Source: an optimization exercise on an open RTL-to-GDS flow (aim: small area and a short achievable clock period). Production flows keep margins and buffers that such runs may drop.
Where RTL was checked, it was by simulation tests only, not by an equivalence proof against the original.
Power and IR drop assume default switching activity.

==> v37: inputs <==
==> flow/design.v (excerpt) <==
module cpu_riscv (
    input  wire        clk,
    input  wire        reset,
    output wire [31:0] instr_addr,
    input  wire [31:0] instr_data,
    input  wire [4:0]  register_data_debug_address,
    output wire [31:0] register_data_debug
);
wire [31:0] instr = instr_data;
wire [31:0] pc;
wire [31:0] pc_next;
program_counter pc_reg (
    .clk(clk),
    .reset(reset),
    .pc_next(pc_next),
    .pc_current(pc)
);
assign instr_addr = pc;
wire is_op, is_opi, is_load, is_store, is_br, is_jal, is_jalr, is_lui, is_auipc;
wire sel_sum, sel_p, sel_g, sel_shr, sel_shl, sel_slt, sel_sltu;
wire alu_sub, use_rs2, shift_left, shift_arith;
wire reg_write;
control_unit ctrl (
    .instr(instr),
    .is_op(is_op), .is_opi(is_opi), .is_load(is_load), .is_store(is_store),
    .is_br(is_br), .is_jal(is_jal), .is_jalr(is_jalr), .is_lui(is_lui), .is_auipc(is_auipc),
    .sel_sum(sel_sum), .sel_p(sel_p), .sel_g(sel_g), .sel_shr(sel_shr), .sel_shl(sel_shl),
    .sel_slt(sel_slt), .sel_sltu(sel_sltu),
    .alu_sub(alu_sub), .use_rs2(use_rs2), .shift_left(shift_left), .shift_arith(shift_arith),
    .reg_write(reg_write)
);
wire [31:0] imm_i = {{20{instr[31]}}, instr[31:20]};
wire [31:0] imm_s = {{20{instr[31]}}, instr[31:25], instr[11:7]};
  ...
==> flow/config.mk <==
export PLATFORM = sky130hd
export DESIGN_NAME = cpu_riscv
export DESIGN_NICKNAME = cpu_riscv
export VERILOG_FILES = /design/flow/design.v
export SDC_FILE = /design/flow/constraint.sdc
export NUM_CORES = 8
export LEC_CHECK = 0
export CAP_MARGIN = 20
export CORE_MARGIN = 2
export CORE_UTILIZATION = 35
export CTS_BUF_LIST = sky130_fd_sc_hd__clkbuf_16
export CTS_CLUSTER_DIAMETER = 100
export CTS_CLUSTER_SIZE = 25
export PLACE_DENSITY = 0.62
export SETUP_SLACK_MARGIN = 5
export SLEW_MARGIN = 20
export SYNTH_HIERARCHICAL = 1
==> flow/constraint.sdc <==
create_clock -name core_clock -period 13.0 [get_ports {clk}]
set_input_delay 2.6000 -clock core_clock [delete_from_list [all_inputs] [get_ports {clk}]]
set_output_delay 2.6000 -clock core_clock [all_outputs]
set_load 0.01 [all_outputs]
run.sh (not shown) runs the stock make flow with config.mk's settings and CLKGATE_MAP_FILE= SYNTH_SCRIPT=/design/flow/synth_recipe.tcl, a recipe that flattens the netlist after the stock synthesis.
==> inputs of v31, as changes to v37 <==
--- a/flow/design.v
+++ b/flow/design.v
@@ -344,10 +344,17 @@
     input  wire [3:0] d,
     output wire       q
 );
 assign q = |(sel & d);
 endmodule
+module onehot_or5 (
+    input  wire [4:0] sel,
+    input  wire [4:0] d,
+    output wire       q
+);
+assign q = |(sel & d);
+endmodule
 module aoi222_cell (input wire a1, a2, b1, b2, c1, c2, output wire y);
 assign y = ~((a1 & a2) | (b1 & b2) | (c1 & c2));
 endmodule
 module nor2_cell (input wire a, b, output wire y);
 assign y = ~(a | b);
@@ -365,28 +372,29 @@
     input  wire [2:0]  funct3,
     input  wire [31:0] base,
     input  wire [11:0] offset,
     input  wire [31:0] store_data,
     output wire [31:0] word,        
-    output wire [31:0] word0,       
-    output wire        in_range,    
     output wire [1:0]  addr_lo,     
     output wire        aligned      
 );
 wire [31:0] off = {{20{offset[11]}}, offset};
 assign addr_lo = base[1:0] + off[1:0];
 wire [1:0] size = funct3[1:0];
 assign aligned = (size == 2'b00) |
                ((size == 2'b01) & ~addr_lo[0]) |
                ((size == 2'b10) & (addr_lo == 2'b00));
 wire [31:0] hit;
+wire        in_range;
+wire [31:0] word_sel;
 genvar g;
 dmem_decode decode (
     .base(base),
     .off(off),
     .hit(hit),
-    .in_range(in_range)
+    .in_range(in_range),
+    .word_sel(word_sel)
 );
 wire [6:0] addr = {5'b0, addr_lo};
 wire [3:0] lane_en;
 assign lane_en[0] = (size == 2'b10) | ((size == 2'b01) & ~addr[1]) | ((size == 2'b00) & (addr[1:0] == 2'd0));
 assign lane_en[1] = (size == 2'b10) | ((size == 2'b01) & ~addr[1]) | ((size == 2'b00) & (addr[1:0] == 2'd1));
@@ -396,53 +404,46 @@
 assign wdata[7:0]   = store_data[7:0];
 assign wdata[15:8]  = (size == 2'b00) ? store_data[7:0] : store_data[15:8];
 assign wdata[23:16] = size[1] ? store_data[23:16] : store_data[7:0];
 assign wdata[31:24] = size[1] ? store_data[31:24] : (size[0] ? store_data[15:8] : store_data[7:0]);
 wire do_store = store & aligned;
-wire [3:0] st_in  = {4{do_store &  in_range}} & lane_en;
-wire [3:0] st_out = {4{do_store & ~in_range}} & lane_en;
 reg [31:0] mem [0:31];
 generate
     for (g = 0; g < 32; g = g + 1) begin : wr
         genvar l;
         for (l = 0; l < 4; l = l + 1) begin : lane
-            wire we;
-            if (g == 0)
-                assign we = (hit[g] & st_in[l]) | st_out[l];
-            else
-                assign we = hit[g] & st_in[l];
             always @(posedge clk)
-                if (we)
+                if (do_store & word_sel[g] & lane_en[l])
                     mem[g][8*l +: 8] <= wdata[8*l +: 8];
         end
     end
 endgenerate
-assign word0 = mem[0];
 generate
     for (g = 0; g < 32; g = g + 1) begin : rd
         wire [31:0] column;
         genvar k;
         for (k = 0; k < 32; k = k + 1) begin : col
             assign column[k] = mem[k][g];
         end
-        onehot_mux32 m (.sel(hit), .d(column), .q(word[g]));
+        dmem_mux32 m (.sel(hit), .d(column), .in_range(in_range), .q(word[g]));
     end
 endgenerate
 endmodule
 module dmem_decode (
     input  wire [31:0] base,
     input  wire [31:0] off,
     output wire [31:0] hit,
-    output wire        in_range
+    output wire        in_range,
+    output wire [31:0] word_sel
 );
 wire [31:0] p;
 wire [6:0]  g;
 wire [30:0] o;
 vec_xor          pgen (.a(base), .b(off), .y(p));
 vec_and7         ggen (.a(base[6:0]), .b(off[6:0]), .y(g));
 vec_or31         ogen (.a(base[30:0]), .b(off[30:0]), .y(o));
-dmem_match       match (.p(p), .g(g), .o(o), .hit(hit), .in_range(in_range));
+dmem_match       match (.p(p), .g(g), .o(o), .hit(hit), .in_range(in_range), .word_sel(word_sel));
 endmodule
 module vec_and7 (
     input  wire [6:0] a,
     input  wire [6:0] b,
     output wire [6:0] y
@@ -459,11 +460,12 @@
 module dmem_match (
     input  wire [31:0] p,
     input  wire [6:0]  g,
     input  wire [30:0] o,
     output wire [31:0] hit,
-    output wire        in_range
+    output wire        in_range,
+    output wire [31:0] word_sel
 );
 wire c2 = g[1] | (o[1] & g[0]);
 wire c3 = g[2] | (o[2] & c2);
 wire c4 = g[3] | (o[3] & c3);
 wire c5 = g[4] | (o[4] & c4);
@@ -493,34 +495,40 @@
 genvar w;
 generate
     for (w = 0; w < 32; w = w + 1) begin : sel
         assign hit[w] = m2[w & 1] & m3[(w >> 0) & 3] & m4[(w >> 1) & 3] &
                         m5[(w >> 2) & 3] & m6[(w >> 3) & 3];
+        if (w == 0)
+            assign word_sel[w] = hit[w] | ~in_range;
+        else
+            assign word_sel[w] = hit[w] & in_range;
     end
 endgenerate
 endmodule
-module onehot_mux32 (
+module dmem_mux32 (
     input  wire [31:0] sel,
     input  wire [31:0] d,
+    input  wire        in_range,
     output wire        q
 );
 wire [3:0] grp;
 wire [1:0] n;
-onehot_or8 g0 (.sel(sel[7:0]),   .d(d[7:0]),   .q(grp[0]));
-onehot_or8 g1 (.sel(sel[15:8]),  .d(d[15:8]),  .q(grp[1]));
-onehot_or8 g2 (.sel(sel[23:16]), .d(d[23:16]), .q(grp[2]));
-onehot_or8 g3 (.sel(sel[31:24]), .d(d[31:24]), .q(grp[3]));
-nor2_cell  n0 (.a(grp[0]), .b(grp[1]), .y(n[0]));
-nor2_cell  n1 (.a(grp[2]), .b(grp[3]), .y(n[1]));
-nand2_cell n2 (.a(n[0]), .b(n[1]), .y(q));
-endmodule
-module onehot_or8 (
-    input  wire [7:0] sel,
-    input  wire [7:0] d,
-    output wire       q
-);
-assign q = |(sel & d);
+wire       x;
+onehot_or9 g0 (.sel(sel[8:0]),   .d(d[8:0]),   .q(grp[0]));
+onehot_or9 g1 (.sel(sel[17:9]),  .d(d[17:9]),  .q(grp[1]));
+onehot_or9 g2 (.sel(sel[26:18]), .d(d[26:18]), .q(grp[2]));
+onehot_or5 g3 (.sel(sel[31:27]), .d(d[31:27]), .q(grp[3]));
+oai21_cell n0 (.a1(grp[0]), .a2(grp[1]), .b(in_range), .y(n[0]));
+oai21_cell n1 (.a1(grp[2]), .a2(grp[3]), .b(in_range), .y(n[1]));
+nand2b_cell x0 (.a_n(in_range), .b(d[0]), .y(x));
+nand3_cell n2 (.a(n[0]), .b(n[1]), .c(x), .y(q));
+endmodule
+module oai21_cell (input wire a1, a2, b, output wire y);
+assign y = ~((a1 | a2) & b);
+endmodule
+module nand2b_cell (input wire a_n, b, output wire y);
+assign y = ~(~a_n & b);
 endmodule
 `timescale 1ns / 1ps
 module control_unit (
     input  wire [31:0] instr,
     output wire is_op,
@@ -658,24 +666,21 @@
     .a31(rs1_data[31]),
     .b31(rs2_data[31]),
     .taken1(taken1),
     .taken0(taken0)
 );
-wire [31:0] mem_word, mem_word0;
-wire        mem_in_range;
+wire [31:0] mem_word;
 wire [1:0]  mem_addr_lo;
 wire        mem_aligned;
 data_memory dmem (
     .clk(clk),
     .store(is_store),
     .funct3(instr[14:12]),
     .base(rs1_data),
     .offset(is_store ? imm_s[11:0] : imm_i[11:0]),
     .store_data(rs2_data),
     .word(mem_word),
-    .word0(mem_word0),
-    .in_range(mem_in_range),
     .addr_lo(mem_addr_lo),
     .aligned(mem_aligned)
 );
 wire [31:0] pc_plus_4 = {pc[31:2] + 30'd1, pc[1:0]};
 wire [31:0] pc_target = pc + pc_imm;
@@ -687,25 +692,25 @@
 pc_select pc_sel (
     .is_jalr(is_jalr), .take(pc_take), .step(pc_step), .sum(alu_sum),
     .pc_target(pc_target), .pc_plus_4(pc_plus_4),
     .pc_next(pc_next)
 );
-wire [10:0] lsel_in, lsel_out;
-wire        e8, e16;
+wire l0, l1, l2, l3, h0, h1, w0, s7, s15, s23, s31, e8, e16;
 load_select lsel (
     .is_load(is_load), .funct3(instr[14:12]), .addr_lo(mem_addr_lo), .aligned(mem_aligned),
-    .in_range(mem_in_range),
-    .sel_in(lsel_in), .sel_out(lsel_out), .e8(e8), .e16(e16)
+    .l0(l0), .l1(l1), .l2(l2), .l3(l3), .h0(h0), .h1(h1), .w0(w0),
+    .s7(s7), .s15(s15), .s23(s23), .s31(s31), .e8(e8), .e16(e16)
 );
 write_back wb (
     .sel_sum(sel_sum), .sel_p(sel_p), .sel_g(sel_g), .sel_shr(sel_shr), .sel_shl(sel_shl),
     .sel_slt(sel_slt), .sel_sltu(sel_sltu),
     .is_link(is_jal | is_jalr),
     .is_lui(is_lui),
     .is_auipc(is_auipc),
-    .lsel_in(lsel_in), .lsel_out(lsel_out), .e8(e8), .e16(e16),
-    .word(mem_word), .word0(mem_word0),
+    .l0(l0), .l1(l1), .l2(l2), .l3(l3), .h0(h0), .h1(h1), .w0(w0),
+    .s7(s7), .s15(s15), .s23(s23), .s31(s31), .e8(e8), .e16(e16),
+    .word(mem_word),
     .sum(alu_sum), .p(alu_p), .g(alu_g), .sh(alu_sh), .lt(alu_lt), .ltu(alu_ltu),
     .pc_plus_4(pc_plus_4),
     .imm_u(imm_u),
     .pc_target(pc_target),
     .wb_data(wb_data)
@@ -714,35 +719,32 @@
 module load_select (
     input  wire        is_load,
     input  wire [2:0]  funct3,
     input  wire [1:0]  addr_lo,
     input  wire        aligned,
-    input  wire        in_range,
-    output wire [10:0] sel_in,
-    output wire [10:0] sel_out,
-    output wire        e8,                   
-    output wire        e16                   
+    output wire        l0, l1, l2, l3,       
+    output wire        h0, h1,               
+    output wire        w0,                   
+    output wire        s7, s15, s23, s31,    
+    output wire        e8, e16               
 );
 wire ld   = is_load & aligned;     
 wire sb   = funct3[1:0] == 2'b00;
 wire sh16 = funct3[1:0] == 2'b01;
 wire sw   = funct3[1:0] == 2'b10;
 wire sx   = ~funct3[2];
-wire [10:0] s;
-assign s[0]  = ld & (addr_lo == 2'd0);
-assign s[1]  = ld & (addr_lo == 2'd1);
-assign s[2]  = ld & (addr_lo == 2'd2);
-assign s[3]  = ld & (addr_lo == 2'd3);
-assign s[4]  = ld & (sw | (sh16 & ~addr_lo[1]));
-assign s[5]  = ld & sh16 & addr_lo[1];
-assign s[6]  = ld & sw;
-assign s[7]  = sb & (addr_lo == 2'd0);
-assign s[8]  = (sb & (addr_lo == 2'd1)) | (sh16 & ~addr_lo[1]);
-assign s[9]  = sb & (addr_lo == 2'd2);
-assign s[10] = (sb & (addr_lo == 2'd3)) | (sh16 & addr_lo[1]);
-assign sel_in  = s & {11{ in_range}};
-assign sel_out = s & {11{~in_range}};
+assign l0 = ld & (addr_lo == 2'd0);
+assign l1 = ld & (addr_lo == 2'd1);
+assign l2 = ld & (addr_lo == 2'd2);
+assign l3 = ld & (addr_lo == 2'd3);
+assign h0 = ld & (sw | (sh16 & ~addr_lo[1]));
+assign h1 = ld & sh16 & addr_lo[1];
+assign w0 = ld & sw;
+assign s7  = sb & (addr_lo == 2'd0);
+assign s15 = (sb & (addr_lo == 2'd1)) | (sh16 & ~addr_lo[1]);
+assign s23 = sb & (addr_lo == 2'd2);
+assign s31 = (sb & (addr_lo == 2'd3)) | (sh16 & addr_lo[1]);
 assign e8  = ld & sb & sx;
 assign e16 = ld & (sb | sh16) & sx;
 endmodule
 module write_back (
     input  wire        sel_sum,
@@ -753,16 +755,13 @@
     input  wire        sel_slt,
     input  wire        sel_sltu,
     input  wire        is_link,
     input  wire        is_lui,
     input  wire        is_auipc,
-    input  wire [10:0] lsel_in,
-    input  wire [10:0] lsel_out,
-    input  wire        e8,
-    input  wire        e16,
+    input  wire        l0, l1, l2, l3, h0, h1, w0,
+    input  wire        s7, s15, s23, s31, e8, e16,
     input  wire [31:0] word,
-    input  wire [31:0] word0,
     input  wire [31:0] sum,
     input  wire [31:0] p,
     input  wire [31:0] g,
     input  wire [31:0] sh,
     input  wire        lt,
@@ -787,22 +786,14 @@
     ({32{sel_shl}}  & sh_rev)    |
     {31'b0, (sel_slt & lt) | (sel_sltu & ltu)} |
     ({32{is_link}}  & pc_plus_4) |
     ({32{is_lui}}   & imm_u)     |
     ({32{is_auipc}} & pc_target);
-wire [31:0] w = word;
-wire [31:0] z = word0;
-wire [10:0] a = lsel_in[10:0];
-wire [10:0] b = lsel_out[10:0];
-wire sign = (a[7] & w[7])  | (a[8] & w[15])  | (a[9] & w[23])  | (a[10] & w[31]) |
-            (b[7] & z[7])  | (b[8] & z[15])  | (b[9] & z[23])  | (b[10] & z[31]);
+wire sign = (s7 & word[7]) | (s15 & word[15]) | (s23 & word[23]) | (s31 & word[31]);
 assign wb_data[7:0]   = other[7:0] |
-                        ({8{a[0]}} & w[7:0])   | ({8{a[1]}} & w[15:8]) |
-                        ({8{a[2]}} & w[23:16]) | ({8{a[3]}} & w[31:24]) |
-                        ({8{b[0]}} & z[7:0])   | ({8{b[1]}} & z[15:8]) |
-                        ({8{b[2]}} & z[23:16]) | ({8{b[3]}} & z[31:24]);
+                        ({8{l0}} & word[7:0])   | ({8{l1}} & word[15:8]) |
+                        ({8{l2}} & word[23:16]) | ({8{l3}} & word[31:24]);
 assign wb_data[15:8]  = other[15:8] |
-                        ({8{a[4]}} & w[15:8]) | ({8{a[5]}} & w[31:24]) |
-                        ({8{b[4]}} & z[15:8]) | ({8{b[5]}} & z[31:24]) | {8{e8 & sign}};
+                        ({8{h0}} & word[15:8]) | ({8{h1}} & word[31:24]) | {8{e8 & sign}};
 assign wb_data[31:16] = other[31:16] |
-                        ({16{a[6]}} & w[31:16]) | ({16{b[6]}} & z[31:16]) | {16{e16 & sign}};
+                        ({16{w0}} & word[31:16]) | {16{e16 & sign}};
 endmodule
--- a/flow/config.mk
+++ b/flow/config.mk
@@ -5,11 +5,11 @@
 export SDC_FILE = /design/flow/constraint.sdc
 export NUM_CORES = 8
 export LEC_CHECK = 0
 export CAP_MARGIN = 20
 export CORE_MARGIN = 2
-export CORE_UTILIZATION = 35
+export CORE_UTILIZATION = 30
 export CTS_BUF_LIST = sky130_fd_sc_hd__clkbuf_16
 export CTS_CLUSTER_DIAMETER = 100
 export CTS_CLUSTER_SIZE = 25
 export PLACE_DENSITY = 0.62
 export SETUP_SLACK_MARGIN = 5
==> inputs of v25, as changes to v37 <==
--- a/flow/design.v
+++ b/flow/design.v
@@ -13,13 +13,11 @@
 end
 endmodule
 `timescale 1ns / 1ps
 module alu (
     input  wire [31:0] a,
-    input  wire [31:0] rs2,
-    input  wire [31:0] imm,
-    input  wire        use_rs2,
+    input  wire [31:0] b,       
     input  wire        sub,
     input  wire        shift_left,
     input  wire        shift_arith,
     output wire [31:0] sum,
     output wire [31:0] p,       
@@ -29,62 +27,31 @@
     output wire        ltu,
     output wire        cout,    
     output wire        eq       
 );
 wire [31:0] b_eff;
-wire        b31;
-wire [4:0]  shamt;
-alu_operand operand (
-    .rs2(rs2), .imm(imm), .use_rs2(use_rs2), .sub(sub),
-    .b31(b31), .shamt(shamt), .b_eff(b_eff)
-);
+vec_xor_bit binv (.a(b), .b(sub), .y(b_eff));
 vec_xor pgen (.a(a), .b(b_eff), .y(p));
 vec_and ggen (.a(a), .b(b_eff), .y(g));
 wire [32:0] c;
 prefix_carry carry (.g(g), .p(p), .cin(sub), .c(c));
 vec_xor sgen (.a(p), .b(c[31:0]), .y(sum));
 assign cout = c[32];
 assign ltu = ~c[32];
-assign lt  = (a[31] ^ b31) ? a[31] : ~c[32];
+assign lt  = (a[31] ^ b[31]) ? a[31] : ~c[32];
 and_reduce32 eq_reduce (.a(p), .y(eq));
 shifter sh (
-    .a(a), .amount(shamt), .left(shift_left), .arith(shift_arith),
+    .a(a), .amount(b[4:0]), .left(shift_left), .arith(shift_arith),
     .y(sh_r)
 );
 endmodule
-module alu_operand (
-    input  wire [31:0] rs2,
-    input  wire [31:0] imm,
-    input  wire        use_rs2,
-    input  wire        sub,
-    output wire        b31,
-    output wire [4:0]  shamt,
-    output wire [31:0] b_eff
-);
-wire [31:0] t;
-alu_operand_t tgen (.imm(imm), .use_rs2(use_rs2), .sub(sub), .t(t));
-and_xor32     mix  (.a(rs2), .en(use_rs2), .t(t), .y(b_eff));
-assign b31   = use_rs2 ? rs2[31]  : imm[31];
-assign shamt = use_rs2 ? rs2[4:0] : imm[4:0];
-endmodule
-module alu_operand_t (
-    input  wire [31:0] imm,
-    input  wire        use_rs2,
-    input  wire        sub,
-    output wire [31:0] t
-);
-wire [11:0] lo = use_rs2 ? {12{sub}} : (imm[11:0] ^ {12{sub}});
-wire        hi = use_rs2 ? sub : (imm[11] ^ sub);
-assign t = {{20{hi}}, lo};
-endmodule
-module and_xor32 (
+module vec_xor_bit (
     input  wire [31:0] a,
-    input  wire        en,
-    input  wire [31:0] t,
+    input  wire        b,
     output wire [31:0] y
 );
-assign y = (a & {32{en}}) ^ t;
+assign y = a ^ {32{b}};
 endmodule
 module vec_xor (
     input  wire [31:0] a,
     input  wire [31:0] b,
     output wire [31:0] y
@@ -238,11 +205,13 @@
     input  wire [4:0]  rs1,
     input  wire [4:0]  rs2,
     input  wire [4:0]  rd,
     input  wire [31:0] write_data,
     output wire [31:0] rs1_data,
-    output wire [31:0] rs2_data,
+    output wire [31:0] rs2_data,       
+    input  wire        rs2_enable,
+    input  wire [31:0] alt_data,
     input  wire [4:0]  debug_address,
     output wire [31:0] debug_data
 );
 reg  [31:0] pend_data;
 reg  [4:0]  pend_rd;
@@ -277,12 +246,13 @@
         assign flat[32*(g-1) +: 32] = data[g];
     end
 endgenerate
 read_port port1  (.address(rs1),           .valid(valid), .data(flat),
                   .pend_valid(pend_valid), .pend_rd(pend_rd), .pend_data(pend_data), .q(rs1_data));
-read_port port2  (.address(rs2),           .valid(valid), .data(flat),
-                  .pend_valid(pend_valid), .pend_rd(pend_rd), .pend_data(pend_data), .q(rs2_data));
+read_port_alt port2 (.address(rs2),        .valid(valid), .data(flat),
+                  .pend_valid(pend_valid), .pend_rd(pend_rd), .pend_data(pend_data),
+                  .enable(rs2_enable), .alt_data(alt_data), .q(rs2_data));
 read_port port_d (.address(debug_address), .valid(valid), .data(flat),
                   .pend_valid(pend_valid), .pend_rd(pend_rd), .pend_data(pend_data), .q(debug_data));
 endmodule
 module read_port (
     input  wire [4:0]        address,
@@ -307,10 +277,39 @@
         end
         onehot_mux31 m (.sel(sel), .d(column), .sel_x(hit), .d_x(pend_data[b]), .q(q[b]));
     end
 endgenerate
 endmodule
+module read_port_alt (
+    input  wire [4:0]        address,
+    input  wire [31:1]       valid,
+    input  wire [32*31-1:0]  data,
+    input  wire              pend_valid,
+    input  wire [4:0]        pend_rd,
+    input  wire [31:0]       pend_data,
+    input  wire              enable,
+    input  wire [31:0]       alt_data,
+    output wire [31:0]       q
+);
+wire        hit = enable & pend_valid & (address == pend_rd);
+wire        alt = ~enable;
+wire [31:1] sel;
+genvar g, b;
+generate
+    for (g = 1; g < 32; g = g + 1) begin : dec
+        assign sel[g] = valid[g] & (address == g);
+    end
+    for (b = 0; b < 32; b = b + 1) begin : bits
+        wire [30:0] column;
+        for (g = 1; g < 32; g = g + 1) begin : col
+            assign column[g-1] = data[32*(g-1) + b];
+        end
+        onehot_mux31_alt m (.sel(sel), .d(column), .enable(enable), .sel_x(hit), .d_x(pend_data[b]),
+                            .sel_y(alt), .d_y(alt_data[b]), .q(q[b]));
+    end
+endgenerate
+endmodule
 module onehot_mux31 (
     input  wire [30:0] sel,
     input  wire [30:0] d,
     input  wire        sel_x,     
     input  wire        d_x,
@@ -326,10 +325,33 @@
 nor2_cell  n0 (.a(grp[0]), .b(grp[1]), .y(n[0]));
 nor2_cell  n1 (.a(grp[2]), .b(grp[3]), .y(n[1]));
 nand2_cell x0 (.a(sel_x), .b(d_x), .y(nx));
 nand3_cell n2 (.a(n[0]), .b(n[1]), .c(nx), .y(q));
 endmodule
+module onehot_mux31_alt (
+    input  wire [30:0] sel,
+    input  wire [30:0] d,
+    input  wire        enable,    
+    input  wire        sel_x,     
+    input  wire        d_x,
+    input  wire        sel_y,
+    input  wire        d_y,
+    output wire        q
+);
+wire [3:0] grp;
+wire [1:0] n;
+wire       nx, ny;
+onehot_or9 g0 (.sel(sel[8:0]),   .d(d[8:0]),   .q(grp[0]));
+onehot_or9 g1 (.sel(sel[17:9]),  .d(d[17:9]),  .q(grp[1]));
+onehot_or9 g2 (.sel(sel[26:18]), .d(d[26:18]), .q(grp[2]));
+onehot_or4 g3 (.sel(sel[30:27]), .d(d[30:27]), .q(grp[3]));
+oai21_cell n0 (.a1(grp[0]), .a2(grp[1]), .b(enable), .y(n[0]));
+oai21_cell n1 (.a1(grp[2]), .a2(grp[3]), .b(enable), .y(n[1]));
+nand2_cell x0 (.a(sel_x), .b(d_x), .y(nx));
+nand2_cell y0 (.a(sel_y), .b(d_y), .y(ny));
+nand4_cell n2 (.a(n[0]), .b(n[1]), .c(nx), .d(ny), .y(q));
+endmodule
 module onehot_or9 (
     input  wire [8:0] sel,
     input  wire [8:0] d,
     output wire       q
 );
@@ -356,10 +378,16 @@
 assign y = ~(a & b);
 endmodule
 module nand3_cell (input wire a, b, c, output wire y);
 assign y = ~(a & b & c);
 endmodule
+module nand4_cell (input wire a, b, c, d, output wire y);
+assign y = ~(a & b & c & d);
+endmodule
+module oai21_cell (input wire a1, a2, b, output wire y);
+assign y = ~((a1 | a2) & b);
+endmodule
 `timescale 1ns / 1ps
 module data_memory (
     input  wire        clk,
     input  wire        store,
     input  wire [2:0]  funct3,
@@ -577,11 +605,11 @@
 assign sel_shr  = op_srl | op_sra;
 assign sel_shl  = op_sll;
 assign sel_slt  = op_slt;
 assign sel_sltu = op_sltu;
 assign alu_sub     = op_sub | op_slt | op_sltu | is_br;
-assign use_rs2     = is_op | is_br;
+assign use_rs2     = is_op | is_br | is_store;
 assign shift_left  = op_sll;
 assign shift_arith = op_sra;
 assign reg_write = (is_op | is_opi | is_load | is_jal | is_jalr | is_lui | is_auipc)
                    & (instr[11:7] != 5'd0);
 endmodule
@@ -636,17 +664,19 @@
     .rs2(instr[24:20]),
     .rd(instr[11:7]),
     .write_data(wb_data),
     .rs1_data(rs1_data),
     .rs2_data(rs2_data),
+    .rs2_enable(use_rs2),
+    .alt_data(imm_i),
     .debug_address(register_data_debug_address),
     .debug_data(register_data_debug)
 );
 wire [31:0] alu_sum, alu_p, alu_g, alu_sh;
 wire        alu_lt, alu_ltu, alu_cout, alu_eq;
 alu alu_core (
-    .a(rs1_data), .rs2(rs2_data), .imm(imm_i), .use_rs2(use_rs2), .sub(alu_sub),
+    .a(rs1_data), .b(rs2_data), .sub(alu_sub),
     .shift_left(shift_left), .shift_arith(shift_arith),
     .sum(alu_sum), .p(alu_p), .g(alu_g), .sh_r(alu_sh),
     .lt(alu_lt), .ltu(alu_ltu), .cout(alu_cout), .eq(alu_eq)
 );
 wire taken1, taken0;
==> summary of the runs <==
Against v25, the clock power of v31 is higher by about 3%. Register-to-register slack is about the same in v25 and v37. The lowest power belongs to v31, the highest to v25. The highest first-iteration DRC count belongs to v25, the lowest to v37.
Function not checked in v37 and v25: the RTL went through the layout flow alone.

re-timing with driven ports:
How much do the figures lean on ideal ports? The routed layouts below were timed once more, with nothing changed but the port constraints. Step 1 (the two cells are an assumption about what drives the block):
set clk [get_ports {clk}]
set_driving_cell -lib_cell sky130_fd_sc_hd__clkbuf_16 $clk
set_driving_cell -lib_cell sky130_fd_sc_hd__buf_2 [delete_from_list [all_inputs] $clk]
Step 2 also shifts input and output timing later by t, the mid clock arrival at the registers, as if the neighbouring blocks saw the same clock. Slacks: ideal ports / drivers / drivers and shift; pairs: ideal ports / drivers.
| run | shift t [ns] | slack for setup (ns) | hold WS [ns] | worst register clock-pin slew, ns | worst slew at a driven data input, ns |
|---|---|---|---|---|---|
| v37 | 0.925 | 4.730 / 4.765 / 3.869 | 0.618 / 0.618 / 0.618 | 0.12 / 0.12 | 0.29 |
| v31 | 0.883 | 4.872 / 4.715 / 4.057 | 0.625 / 0.625 / 0.625 | 0.11 / 0.11 | 0.34 |
| v25 | 0.915 | 4.692 / 4.769 / 3.853 | 0.561 / 0.561 / 0.561 | 0.11 / 0.11 | 0.14 |
After both steps every run listed still meets setup and hold. For v37, which loses most, drivers alone change the setup slack by +0.035 ns; drivers and shift together by -0.861 ns.
